What follows belongs to an exercise in optimizing a design on an open flow for small area, a short achievable clock period and few clock cycles; a production flow would make more cautious choices.
In this exercise RTL edits were held to simulation tests only and were not proved equivalent to the original.

File: design/flow/constraint.sdc
create_clock -name core_clock -period 11.0 [get_ports {CLK}]
set_input_delay 2.2000 -clock core_clock [delete_from_list [all_inputs] [get_ports {CLK}]]
set_output_delay 2.2000 -clock core_clock [all_outputs]
set_load 0.01 [all_outputs]
File: design/flow/design.v
module REG(CLK, RegW, DR, SR1, SR2, Reg_In, ReadReg1, ReadReg2);
input CLK;
input RegW;
input [4:0] DR;
input [4:0] SR1;
input [4:0] SR2;
input [31:0] Reg_In;
output reg [31:0] ReadReg1;
output reg [31:0] ReadReg2;
reg [31:0] REG [0:31];
always @(posedge CLK)
begin
if(RegW == 1'b1)
  REG[DR] <= Reg_In[31:0];
ReadReg1 <= REG[SR1];
ReadReg2 <= REG[SR2];
end
endmodule
module MIPS_CPU(CLK, RST, CS, WE, ADDR, Mem_Out, Mem_In);
  input  CLK;
  input  RST;
  output CS;
  output WE;	
  output [31:0] ADDR;
  output [31:0] Mem_Out;
  input  [31:0] Mem_In;
  reg WE, CS;
  reg [31:0] ADDR;
  reg [31:0] PC;
  reg [31:0] instruction;
  wire [5:0] op_code;
  wire [5:0] op_code2;
  wire [15:0] immediate;
  wire [25:0] jump;
  reg [31:0] ALU_out;
  reg [31:0] lw_buffer;
  reg [31:0] sw_buffer;
	reg [63:0] prod;
  assign Mem_Out = sw_buffer;
  assign op_code = instruction [31:26];
  assign op_code2 = instruction [5:0];
  assign immediate = instruction [15:0];
  assign jump = instruction [25:0];
  reg RegW;
  reg [4:0] DR;    
  reg [4:0] SR1;   
  reg [4:0] SR2;   
  reg [31:0] Reg_In;  
  wire [31:0] ReadReg1;   
  wire [31:0] ReadReg2;   
	integer i;  
  REG reg1(CLK, RegW, DR, SR1, SR2, Reg_In, ReadReg1, ReadReg2);
  reg[8:0] state;
  parameter fetch_instr     = 0;
  parameter fetch_instr_2   = 1;
  parameter decode_instr    = 2;
  parameter invalid_instr   = 3;
  parameter Add             = 4;
  parameter Add_2           = 5;
  parameter Add_3           = 6;
  parameter Add_4           = 7;
  parameter Add_5           = 64;
  parameter Sub             = 8;
  parameter Sub_2           = 9;
  parameter Sub_3           = 10;
  parameter Sub_4           = 11;
  parameter Sub_5           = 67;
  parameter XOR1            = 12;
  parameter XOR1_2          = 13;
  parameter XOR1_3          = 14;
  parameter XOR1_4          = 15;
  parameter XOR1_5          = 72;
  parameter AND1            = 16;
  parameter AND1_2          = 17;
  parameter AND1_3          = 18;
  parameter AND1_4          = 19;
  parameter AND1_5          = 71;
  parameter OR1             = 20;
  parameter OR1_2           = 21;
  parameter OR1_3           = 22;
  parameter OR1_4           = 23;
  parameter OR1_5           = 70;
  parameter slt             = 24;
  parameter slt_2           = 25;
  parameter slt_3           = 26;
  parameter slt_4           = 27;
  parameter slt_5           = 68;
  parameter srl             = 28;
  parameter srl_2           = 29;
  parameter srl_3           = 30;
  parameter srl_4           = 31;
  parameter srl_5           = 69;
  parameter sll             = 32;
  parameter sll_2           = 33;
  parameter sll_3           = 34;
  parameter sll_4           = 35;
  parameter sll_5           = 65;
  parameter jr              = 36;
  parameter jr_2            = 37;
  parameter jr_3            = 66;
  parameter addi            = 38;
  parameter addi_2          = 39;
  parameter addi_3          = 40;
  parameter addi_4          = 41;
  parameter addi_5          = 76;
  parameter andi            = 42;
  parameter andi_2          = 43;
  parameter andi_3          = 44;
  parameter andi_4          = 45;
  parameter andi_5          = 77;
  parameter ori             = 46;
  parameter ori_2           = 47;
  parameter ori_3           = 48;
  parameter ori_4           = 49;
  parameter ori_5           = 78;
  parameter lw              = 50;
  parameter lw_2            = 51;
  parameter lw_3            = 52;
  parameter lw_4            = 53;
  parameter lw_5            = 54;
  parameter lw_6            = 75;
  parameter sw              = 55;
  parameter sw_2            = 56;
  parameter sw_3            = 57;
  parameter sw_4            = 58;
  parameter beq             = 59;
  parameter beq_2           = 60;
  parameter beq_3           = 79;
  parameter bne             = 61;
  parameter bne_2           = 62;
  parameter bne_3           = 80;
  parameter j               = 63;
	parameter JAL							= 81;
	parameter JAL_2						= 82;
	parameter LUI							= 83;
	parameter LUI_2						= 84;
	parameter Mult						= 85;
	parameter Mult_2					= 86;
	parameter Mult_3					= 87;
	parameter MFHI						= 88;
	parameter MFHI_2					= 89;
	parameter MFLO						= 90;
	parameter MFLO_2					= 91;
	parameter ADD8						= 92;
	parameter ADD8_2					= 93;
	parameter ADD8_3					= 94;
	parameter ADD8_4					= 95;
	parameter ADD8_5					= 96;
	parameter RBIT						= 97;
	parameter RBIT_2					= 98;
	parameter RBIT_3					= 99;
	parameter RBIT_4					= 100;
	parameter RBIT_5					= 101;
	parameter REV							= 102;
	parameter REV_2						= 103;
	parameter REV_3						= 104;
	parameter REV_4						= 105;
	parameter REV_5						= 106;
	parameter SADD						= 107;
	parameter SADD_2					= 108;
	parameter SADD_3					= 109;
	parameter SADD_4					= 110;
	parameter SADD_5					= 111;
	parameter SSUB						= 112;
	parameter SSUB_2					= 113;
	parameter SSUB_3					= 114;
	parameter SSUB_4					= 115;
	parameter SSUB_5					= 116;
  always @ (posedge CLK)  begin
	 if (RST)
		begin
		 WE <= 0;
		 CS <= 0;
		 PC <= 0;
		 instruction <= 0;
		 ADDR <= 0;
		 ALU_out <= 0;
		 lw_buffer <= 0;
		 sw_buffer <= 0;
		 RegW <= 0;
		 state <= 0;
		end
	 else
	 case (state)
		fetch_instr:
			begin
			 RegW <= 0;
			 CS <= 1;
			 WE <= 0;
			 ADDR <= PC;
			 PC <= PC + 1;
			 state <= fetch_instr_2;       
			end
		fetch_instr_2:
			begin
			 instruction <= Mem_In;
			 state <= decode_instr;
			end
		decode_instr:
			begin
			 case (op_code)
				0:     
					begin
					 case (op_code2)
						32:           
							state <= Add;
						34:
							state <= Sub;
						38:
							state <= XOR1;
						36:
							state <= AND1; 
						37:
							state <= OR1;
						42:
							state <= slt;
						2:
							state <= srl;
						0:
							state <= sll;
						8:
							state <= jr;
						24:
							state <= Mult;
						16:
							state <= MFHI;
						18:
							state <= MFLO;
						45:
							state <= ADD8;
						47:
							state <= RBIT;
						48:
							state <= REV;
						49:
							state <= SADD;
						50:
							state <= SSUB;
						default:
							state <= invalid_instr;                     
					 endcase               
					end
				8:   
					state <= addi;
				12:  
					state <= andi;
				13:  
					state <= ori;
				35:  
					state <= lw;
				43:  
					state <= sw;
				4:  
					state <= beq;
				5:  
					state <= bne;
				2:  
					state <= j;
				3: 
					state <= JAL;
				15:
					state <= LUI;
				default:
					state <= invalid_instr;
			 endcase
			end
		invalid_instr:
			begin
			 state <= invalid_instr;
			end
		Add:
			begin
			 SR1 <= instruction[25:21];  
			 SR2 <= instruction[20:16];  
			 RegW <= 0;
			 state <= Add_2;
			end
		Add_2:
			begin
			 state <= Add_3;
			end
		Add_3:
			begin
			 ALU_out <= ReadReg1 + ReadReg2;
			 state <= Add_4;
			end
		Add_4:
			begin
			 RegW <= 1;
			 DR <= instruction[15:11];  
			 state <= Add_5;          
			end
		Add_5:
			begin
			 Reg_In <= ALU_out;
			 state <= fetch_instr;
			end  
		Sub:
			begin
			 SR1 <= instruction[25:21];  
			 SR2 <= instruction[20:16];  
			 RegW <= 0;
			 state <= Sub_2;
			end
		Sub_2:
			begin
			 state <= Sub_3;
			end
		Sub_3:
			begin
			 ALU_out <= ReadReg1 - ReadReg2;
			 state <= Sub_4;
			end
		Sub_4:
			begin
			 RegW <= 1;
			 DR <= instruction[15:11];  
			 state <= Sub_5;          
			end
		Sub_5:
			begin
			 Reg_In <= ALU_out;
			 state <= fetch_instr;
			end    
		XOR1:
			begin
			 SR1 <= instruction[25:21];  
			 SR2 <= instruction[20:16];  
			 RegW <= 0;
			 state <= XOR1_2;
			end
		XOR1_2:
			begin
			 state <= XOR1_3;
			end      
		XOR1_3:
			begin
			 ALU_out <= ReadReg1 ^ ReadReg2;
			 state <= XOR1_4;
			end
		XOR1_4:
			begin
			 RegW <= 1;
			 DR <= instruction[15:11];  
			 state <= XOR1_5;          
			end
		XOR1_5:
			begin
			 Reg_In <= ALU_out;
			 state <= fetch_instr;
			end
		AND1:
			begin
			 SR1 <= instruction[25:21];  
			 SR2 <= instruction[20:16];  
			 RegW <= 0;
			 state <= AND1_2;
			end
		AND1_2:
			begin
			 state <= AND1_3;
			end
		AND1_3:
			begin
			 ALU_out <= ReadReg1 & ReadReg2;
			 state <= AND1_4;
			end
		AND1_4:
			begin
			 RegW <= 1;
			 DR <= instruction[15:11];  
			 state <= AND1_5;          
			end
		AND1_5:
			begin
			 Reg_In <= ALU_out;
			 state <= fetch_instr;
			end
		OR1:
			begin
			 SR1 <= instruction[25:21];  
			 SR2 <= instruction[20:16];  
			 RegW <= 0;
			 state <= OR1_2;
			end
		OR1_2:
			begin
			 state <= OR1_3;
			end
		OR1_3:
			begin
			 ALU_out <= ReadReg1 | ReadReg2;
			 state <= OR1_4;
			end
		OR1_4:
			begin
			 RegW <= 1;
			 DR <= instruction[15:11];  
			 state <= OR1_5;          
			end
		OR1_5:
			begin
			 Reg_In <= ALU_out;
			 state <= fetch_instr;
			end
		slt:
			begin
			 SR1 <= instruction[25:21];  
			 SR2 <= instruction[20:16];  
			 RegW <= 0;
			 state <= slt_2;
			end
		slt_2:
			begin
			 state <= slt_3;
			end
		slt_3:
			begin
			 if( ReadReg1 < ReadReg2)
				ALU_out <= 1;
			 else
				ALU_out <= 0;         
			 state <= slt_4;
			end
		slt_4:
			begin
			 RegW <= 1;
			 DR <= instruction[15:11];  
			 state <= slt_5;          
			end
		slt_5:
			begin
			 Reg_In <= ALU_out;
			 state <= fetch_instr;
			end
		srl:
			begin
			 SR1 <= instruction[20:16];  
			 RegW <= 0;
			 state <= srl_2;
			end
		srl_2:
			begin
			 state <= srl_3;
			end
		srl_3:
			begin
			 ALU_out <= ReadReg1 >> instruction[10:6];
			 state <= srl_4;
			end
		srl_4:
			begin
			 RegW <= 1;
			 DR <= instruction[15:11];  
			 state <= srl_5;          
			end
		srl_5:
			begin
			 Reg_In <= ALU_out;
			 state <= fetch_instr;
			end
		sll:
			begin
			 SR1 <= instruction[20:16];  
			 RegW <= 0;
			 state <= sll_2;
			end
		sll_2:
			begin
			 state <= sll_3;
			end
		sll_3:
			begin
			 ALU_out <= ReadReg1 << instruction[10:6];
			 state <= sll_4;
			end
		sll_4:
			begin
			 RegW <= 1;
			 DR <= instruction[15:11];  
			 state <= sll_5;          
			end
		sll_5:
			begin
			 Reg_In <= ALU_out;
			 state <= fetch_instr;
			end
		jr:
			begin
			 SR1 <= instruction[25:21];  
			 RegW <= 0;
			 state <= jr_2;
			end
		jr_2:
			begin
			 state <= jr_3;
			end
		jr_3:
			begin
			 PC <= ReadReg1;
			 state <= fetch_instr;
			end
		addi:
			begin
			 SR1 <= instruction[25:21];  
			 RegW <= 0;
			 state <= addi_2;
			end
		addi_2:
			begin
			 state <= addi_3;
			end
		addi_3:
			begin
			 ALU_out <= ReadReg1 + immediate;
			 state <= addi_4;
			end
		addi_4:
			begin
			 RegW <= 1;
			 DR <= instruction[20:16];  
			 state <= addi_5;          
			end
		addi_5:
			begin
			 Reg_In <= ALU_out;
			 state <= fetch_instr;
			end
		andi:
			begin
			 SR1 <= instruction[25:21];  
			 RegW <= 0;
			 state <= andi_2;
			end
		andi_2:
			begin
			 state <= andi_3;
			end
		andi_3:
			begin
			 ALU_out <= ReadReg1 & immediate;
			 state <= andi_4;
			end
		andi_4:
			begin
			 RegW <= 1;
			 DR <= instruction[20:16];  
			 state <= andi_5;          
			end
		andi_5:
			begin
			 Reg_In <= ALU_out;
			 state <= fetch_instr;
			end
		ori:
			begin
			 SR1 <= instruction[25:21];  
			 RegW <= 0;
			 state <= ori_2;
			end
		ori_2:
			begin
			 state <= ori_3;
			end
		ori_3:
			begin
			 ALU_out <= ReadReg1 | immediate;
			 state <= ori_4;
			end
		ori_4:
			begin
			 RegW <= 1;
			 DR <= instruction[20:16];  
			 state <= ori_5;          
			end
		ori_5:
			begin
			 Reg_In <= ALU_out;
			 state <= fetch_instr;
			end
		lw:
			begin
			 SR1 <= instruction[25:21];  
			 RegW <= 0;
			 state <= lw_2;
			end
		lw_2:
			begin
			 state <= lw_3;
			end
		lw_3:
			begin
			 ALU_out <= ReadReg1 + immediate;
			 state <= lw_4;
			end
		lw_4:
			begin
			 CS <= 1;
			 WE <= 0;
			 ADDR <= ALU_out;
			 state <= lw_5;          
			end
		lw_5:
			begin
			 lw_buffer <= Mem_In;
			 RegW <= 1;
			 DR <= instruction[20:16];  
			 state <= lw_6;
			end  
		lw_6:
			begin
			 Reg_In <= lw_buffer;
			 state <= fetch_instr;
			end   
		sw:
			begin
			 SR1 <= instruction[25:21];  
			 SR2 <= instruction[20:16];  
			 RegW <= 0;
			 state <= sw_2;
			end
		sw_2:
			begin
			 state <= sw_3;
			end
		sw_3:
			begin
			 ADDR <= ReadReg1 + immediate;  
			 sw_buffer <= ReadReg2;
			 state <= sw_4;        
			end
		sw_4:
			begin
			 CS <= 1;
			 WE <= 1; 
			 state <= fetch_instr;
			end
		beq:
			begin
			 SR1 <= instruction[25:21];  
			 SR2 <= instruction[20:16];  
			 RegW <= 0;
			 state <= beq_2;
			end
		beq_2:
			begin
			 state <= beq_3;
			end
		beq_3:
			begin
			 if (ReadReg1 == ReadReg2)
				PC <= PC + immediate;
			 else
				begin
				end
			 state <= fetch_instr;
			end
		bne:
			begin
			 SR1 <= instruction[25:21];  
			 SR2 <= instruction[20:16];  
			 RegW <= 0;
			 state <= bne_2;
			end
		bne_2:
			begin
			 state <= bne_3;
			end  
		bne_3:
			begin
			 if (ReadReg1 != ReadReg2)
				PC <= PC + immediate;
			 else
				begin
				end
			 state <= fetch_instr;
			end
		j:
			begin
			 PC <= jump;
			 state <= fetch_instr;
			end
		JAL:
			begin
			 RegW <= 1;
			 DR <= 31;  
			 state <= JAL_2;          
			end
		JAL_2:
			begin
			 Reg_In <= PC;
			 PC <= jump;
			 state <= fetch_instr;
			end
		LUI:
			begin
			 RegW <= 1;
			 DR <= instruction[20:16];  
			 state <= LUI_2;          
			end
		LUI_2:
			begin
			 Reg_In <= immediate << 16;
			 state <= fetch_instr;
			end
		Mult:
			begin
			 SR1 <= instruction[25:21];  
			 SR2 <= instruction[20:16];  
			 RegW <= 0;
			 state <= Mult_2;
			end
		Mult_2:
			begin
			 state <= Mult_3;
			end
		Mult_3:
			begin
			 prod <= ReadReg1 * ReadReg2;
			 state <= fetch_instr;
			end
		MFHI:
			begin
				RegW <= 1;
				DR <= instruction[15:11];
				state <= MFHI_2;
			end
		MFHI_2:
			begin
				Reg_In <= prod[63:32];
				state <= fetch_instr;
			end
		MFLO:
			begin
				RegW <= 1;
				DR <= instruction[15:11];
				state <= MFLO_2;
			end
		MFLO_2:
			begin
				Reg_In <= prod[31:0];
				state <= fetch_instr;
			end
		ADD8:
			begin
			 SR1 <= instruction[25:21];  
			 SR2 <= instruction[20:16];  
			 RegW <= 0;
			 state <= ADD8_2;
			end
		ADD8_2:
			begin
			 state <= ADD8_3;
			end
		ADD8_3:
			begin
			 ALU_out [31:24] <= ReadReg1[31:24] + ReadReg2[31:24];
			 ALU_out [23:16] <= ReadReg1[23:16] + ReadReg2[23:16];
			 ALU_out [15:8] <= ReadReg1[15:8] + ReadReg2[15:8];
			 ALU_out [7:0] <= ReadReg1[7:0] + ReadReg2[7:0];
			 state <= ADD8_4;
			end
		ADD8_4:
			begin
			 RegW <= 1;
			 DR <= instruction[15:11];  
			 state <= ADD8_5;          
			end
		ADD8_5:
			begin
			 Reg_In <= ALU_out;
			 state <= fetch_instr;
			end 
		RBIT:
			begin
			 SR1 <= instruction[20:16];  
			 RegW <= 0;
			 state <= RBIT_2;
			end
		RBIT_2:
			begin
			 state <= RBIT_3;
			end
		RBIT_3:
			begin
				for (i=0; i<32; i = i+1)
				begin
					ALU_out[i] <= ReadReg1[31-i];
				end
			 state <= RBIT_4;
			end
		RBIT_4:
			begin
			 RegW <= 1;
			 DR <= instruction[25:21];  
			 state <= RBIT_5;          
			end
		RBIT_5:
			begin
			 Reg_In <= ALU_out;
			 state <= fetch_instr;
			end
		REV:
			begin
			 SR1 <= instruction[20:16];  
			 RegW <= 0;
			 state <= REV_2;
			end
		REV_2:
			begin
			 state <= REV_3;
			end
		REV_3:
			begin
				ALU_out [31:24] <= ReadReg1[7:0];
				ALU_out [23:16] <= ReadReg1[15:8];
				ALU_out [15:8] <= ReadReg1[23:16];
				ALU_out [7:0] <= ReadReg1[31:24];
			 state <= REV_4;
			end
		REV_4:
			begin
			 RegW <= 1;
			 DR <= instruction[25:21];  
			 state <= REV_5;          
			end
		REV_5:
			begin
			 Reg_In <= ALU_out;
			 state <= fetch_instr;
			end
		SADD:
			begin
			 SR1 <= instruction[25:21];  
			 SR2 <= instruction[20:16];  
			 RegW <= 0;
			 state <= SADD_2;
			end
		SADD_2:
			begin
			 state <= SADD_3;
			end
		SADD_3:
			begin
			 if (ReadReg1 > (32'hFFFFFFFF - ReadReg2))
				ALU_out <= 32'hFFFFFFFF;
			 else
				ALU_out <= ReadReg1 + ReadReg2;
			 state <= SADD_4;
			end
		SADD_4:
			begin
			 RegW <= 1;
			 DR <= instruction[15:11];  
			 state <= SADD_5;          
			end
		SADD_5:
			begin
			 Reg_In <= ALU_out;
			 state <= fetch_instr;
			end  
		SSUB:
			begin
			 SR1 <= instruction[25:21];  
			 SR2 <= instruction[20:16];  
			 RegW <= 0;
			 state <= SSUB_2;
			end
		SSUB_2:
			begin
			 state <= SSUB_3;
			end
		SSUB_3:
			begin
			 if (ReadReg1 < ReadReg2)
				ALU_out <= 0;
			 else
				ALU_out <= ReadReg1 - ReadReg2;
			 state <= SSUB_4;
			end
		SSUB_4:
			begin
			 RegW <= 1;
			 DR <= instruction[15:11];  
			 state <= SSUB_5;          
			end
		SSUB_5:
			begin
			 Reg_In <= ALU_out;
			 state <= fetch_instr;
			end    
		default:
			begin
			 state <= fetch_instr;
			end
	 endcase
  end
endmodule
File: design/flow/run.sh
#!/bin/bash
# synth_recipe.tcl (not shown) runs the flow's synth.tcl, then flattens the netlist and writes it again
# the make line also repeats each setting of config.mk as NAME=value (left out here)
make -C /OpenROAD-flow-scripts/flow DESIGN_CONFIG=/design/flow/config.mk WORK_HOME=/design/flow/orfs CLKGATE_MAP_FILE= SYNTH_SCRIPT=/design/flow/synth_recipe.tcl finish
File: design/flow/config.mk
export PLATFORM = sky130hd
export DESIGN_NAME = MIPS_CPU
export DESIGN_NICKNAME = MIPS_CPU
export VERILOG_FILES = /design/flow/design.v
export SDC_FILE = /design/flow/constraint.sdc
export NUM_CORES = 4
export LEC_CHECK = 0
export CAP_MARGIN = 20
export CORE_MARGIN = 2
export CORE_UTILIZATION = 40
export PLACE_DENSITY = 0.6
export SLEW_MARGIN = 20
==> impl_metrics.py <==
metrics = {
    "synth": {
        "syn_inst": 9219,
        "synth_top_family_by_area": "adder cells",
        "synth_top_area_share_pct": 31.92,
        "synthSimpleGateAreaFrac_pct": 9.504,
        "synth_edf_count": 1135,
        "synth_fa_ha_area_share_pct": 21.81,
        "yosys_warnings": 2,
        "synth_compound_area_share_pct": 8.788,
        "synth_fp_nets": 10572,
        "synth.avg_cell_area_um2": 11.58,
        "synth_common_cells": "1135 x edfxtp_1, 997 x nand2_1, 981 x inv_1, 978 x nor2_1, 902 x fa_1",
        "synth_top_area_cell": "edfxtp_1",
        "yosys-top-cells-area": "edfxtp_1 32%, fa_1 17%, mux4_2 14%",
        "synth_seq_cells": 1408,
        "ys.flop_type": "edfxtp_1",
        "syn-cell-area_um2": 106800,
        "synth_cell_types": 107,
        "yosys.area_share.xor_xnor_pct": 1.436,
        "yosysSeqAreaShare_pct": 37.04,
        "synthArstFlopShare_pct": 0,
        "synthMuxAreaShare_pct": 15.48,
        "yosysMostFrequentCell": "edfxtp_1",
    },
    "placed_design": {
        "placement.io_buffers": 99,
        "hpwl_um": 319000,
        "place_congestion": 1.078,
    },
    "setup_path": {
        "cp.arrival_ns": 10.88,
        "worstReg2RegEnd": "prod[63]",
        "start_kind": "register",
        "path_class": "register to register",
        "cp_max_fo": 21,
        "r2r_start": "reg1.ReadReg2[6]",
        "crit_path_end_kind": "register",
        "cp_data_required_time_ns": 11.63,
        "crit_family": "adder cells",
        "crit_path_max_incr_delay_ns": 1.09,
        "cp_common_cell": "fa_1",
        "worstRegToRegCells": 26,
        "critical-path-slowest-cell": "clkinv_1",
        "reg2reg_slack_ns": 0.75,
        "crit_buf_inv": 6,
    },
    "floorplan": {
        "core.rowCount": 189,
        "chipWidth_um": 520.6,
        "start_util_pct": 40.24,
        "io_pins": 100,
        "die_area_um2": 271100,
        "fp.dieH_um": 520.6,
        "core-area_um2": 265300,
    },
    "clock_tree": {
        "clk_latency_ns": 0.90,
        "htreeDepth": 4,
        "holdBufCountCts": 0,
        "cts_made_buffers": 165,
        "cts_resized": 0,
        "clkSinkCount": 1408,
        "clock-root-buffer": "clkbuf_16",
        "cts.path.max_buffers": 4,
        "cts.reportedPaths.clkPinSlew_ns": 0.06,
        "cts_tree": "built",
        "postCtsSetupRepairBufs": 0,
    },
    "drt": {
        "wirelength_um": 462800,
        "first_pass_iters": 13,
        "drc": 0,
        "ant_nets": 0,
        "dr_total_vias": 82961,
        "viasPerCell": 6.478,
        "drtIter0Drc": 12244,
        "wire_per_inst_um": 36.13,
    },
    "timing": {
        "fin_crit_sh_pct": 93.20,
        "relSlewSlack_pct": 13.81,
        "rsz0062_at_grt": "false",
        "fin_skew_ns": 0.1203,
        "max_freq_mhz": 97.54,
        "fin_hold_ws_ns": 0.4515,
        "tightest_slew_ns": 1.288,
        "fin_crit_ns": 10.25,
        "slew_viol_final": 0,
        "finalSetupTns_ns": 0,
        "hold_viol_final": 0,
        "finalSetupViolCount": 0,
    },
    "min_path": {
        "hp-class": "register to register",
        "hold_end": "sw_buffer[9]",
        "hold_start": "sw_buffer[9]",
        "hold_depth": 2,
    },
    "global_routing": {
        "grt_usage_pct": 33.71,
        "antenna_found_initial": 52,
        "grt_overflow": 0,
        "grt_pass1_wl_um": 643100,
        "grt_start_max_net_pins": 152,
        "grt_pass1_vias": 83045,
    },
    "layout": {
        "area_growth_pct": 10.37,
        "drive_gt1_share_pct": 15.21,
        "fin_nets": 10476,
        "seq_area_um2": 39570,
        "n_fill_cell": 24332,
        "multi_input_area_um2": 61310,
    },
    "status": {
        "outcome": "complete, no violations",
    },
    "run": {
        "maxCapViolations": 0,
    },
}
cell usage in the layout (no fill, tap or decap), types with 48 or more instances in the layout:
cell type,count
xnor2_1,137
nor2_1,941
clkbuf_16,169
buf_4,284
nor3_1,70
mux2_2,85
a211oi_1,58
mux4_2,656
nand2_1,995
ha_1,417
a222oi_1,57
clkinv_1,55
dfxtp_1,256
nand3_1,96
a221oi_1,76
a22oi_1,48
o21ai_0,248
mux2i_1,79
a21oi_1,413
fa_1,902
edfxtp_1,1135
clkdlybuf4s50_1,98
inv_1,977
a21o_1,60
state kept, by name (all words and copies together), names as in the netlist, named ones only:
signal,cells
DR,5
ALU_out,32
ADDR,32
reg1.REG,1024
WE,1
SR1,5
reg1.ReadReg2,32
CS,1
sw_buffer,32
SR2,5
prod,64
PC,32
RegW,1
instruction,32
state,7
reg1.ReadReg1,32
Reg_In,32
lw_buffer,32
cells by family (layout without fill, tap and decap cells):
kind of cell | count (synthesis) | after routing
simple gates | 2425 | 2425
buf+inv | 1671 | 1702
flops | 1408 | 1408
compound gates | 1400 | 1400
fa+ha+maj | 1320 | 1320
mux | 820 | 820
xor+xnor | 175 | 175
other cells | 0 | 24
final cells by class:
class,count,share of cell area (%)
Clock inverter,83,0.7029
Antenna cell,24,0.05096
Sequential cell,1408,33.58
Clock buffer,211,3.816
Timing Repair Buffer,394,2.844
Tap cell,3533,3.751
Multi-Input combinational cell,6140,52.02
Inverter,1014,3.230
tightest hold or removal path, stage by stage, from the launching register on:
cell and delay (ns):
dfxtp_1 0.31, nand2_1 0.05, a21oi_1 0.05
layer usage:
metal / GRT usage (%) / wire [µm] / vias up
met5: 0 / 218 / -
met4: 23.23 / 39110 / 34
met3: 10.81 / 56680 / 1630
met2: 50.27 / 202100 / 6062
met1: 41.67 / 164600 / 42644
li1: - / - / 32591
through the flow:
stage / std cells / instance area (µm²) / setup WS, ns / utilization [%]
3_3_place_gp: 12488 / 112400 / 1.102 / 42.35
3_5_place_dp: 12489 / 112400 / 0.9712 / 42.37
6_report: 12807 / 117800 / 0.7475 / 44.41
5_1_grt: 12783 / 117800 / 0.4142 / 44.39
2_1_floorplan: 9219 / 106800 / 1.615 / -
4_1_cts: 12783 / 117800 / 0.9338 / 44.38
worst max-delay path by stage:
| stage | startpoint | to | slack (ns) | depth (start not counted) |
|---|---|---|---|---|
| 2_1_floorplan | RST | prod[0] | 1.62 | 3 |
| 3_3_place_gp | reg1.ReadReg2[6] | prod[63] | 1.10 | 26 |
| 3_5_place_dp | reg1.ReadReg2[6] | prod[62] | 0.97 | 25 |
| 4_1_cts | reg1.ReadReg2[6] | prod[62] | 0.93 | 25 |
| 5_1_grt | reg1.ReadReg2[6] | prod[63] | 0.41 | 26 |
| 6_report | reg1.ReadReg2[6] | prod[63] | 0.75 | 26 |
Testbench counts, summed over its fixed seeds: cycles 425,736.

-- static timing again, ports no longer ideal --
Ports are ideal in the flow. The routed layout listed here was re-timed in OpenROAD.
Step 1: set_driving_cell puts a clkbuf_16 on CLK and a buf_2 on each other input, an assumption about the parent block.
Step 2 times the ports against the registers' clock, not the clock port: input delays grow and output delays shrink by t, the midpoint of the rising clock arrivals with the driver on.
a / b / c = no drivers / after step 1 / after step 2; a / b = the first two.
t, ns: 0.929
setup slack, ns: 0.747 / 0.747 / 0.747
worst data-port slew with drivers (ns): 0.05
After both steps this run still meets setup and hold. For this run, drivers alone change the setup slack by 0.000 ns; drivers and shift together by 0.000 ns.
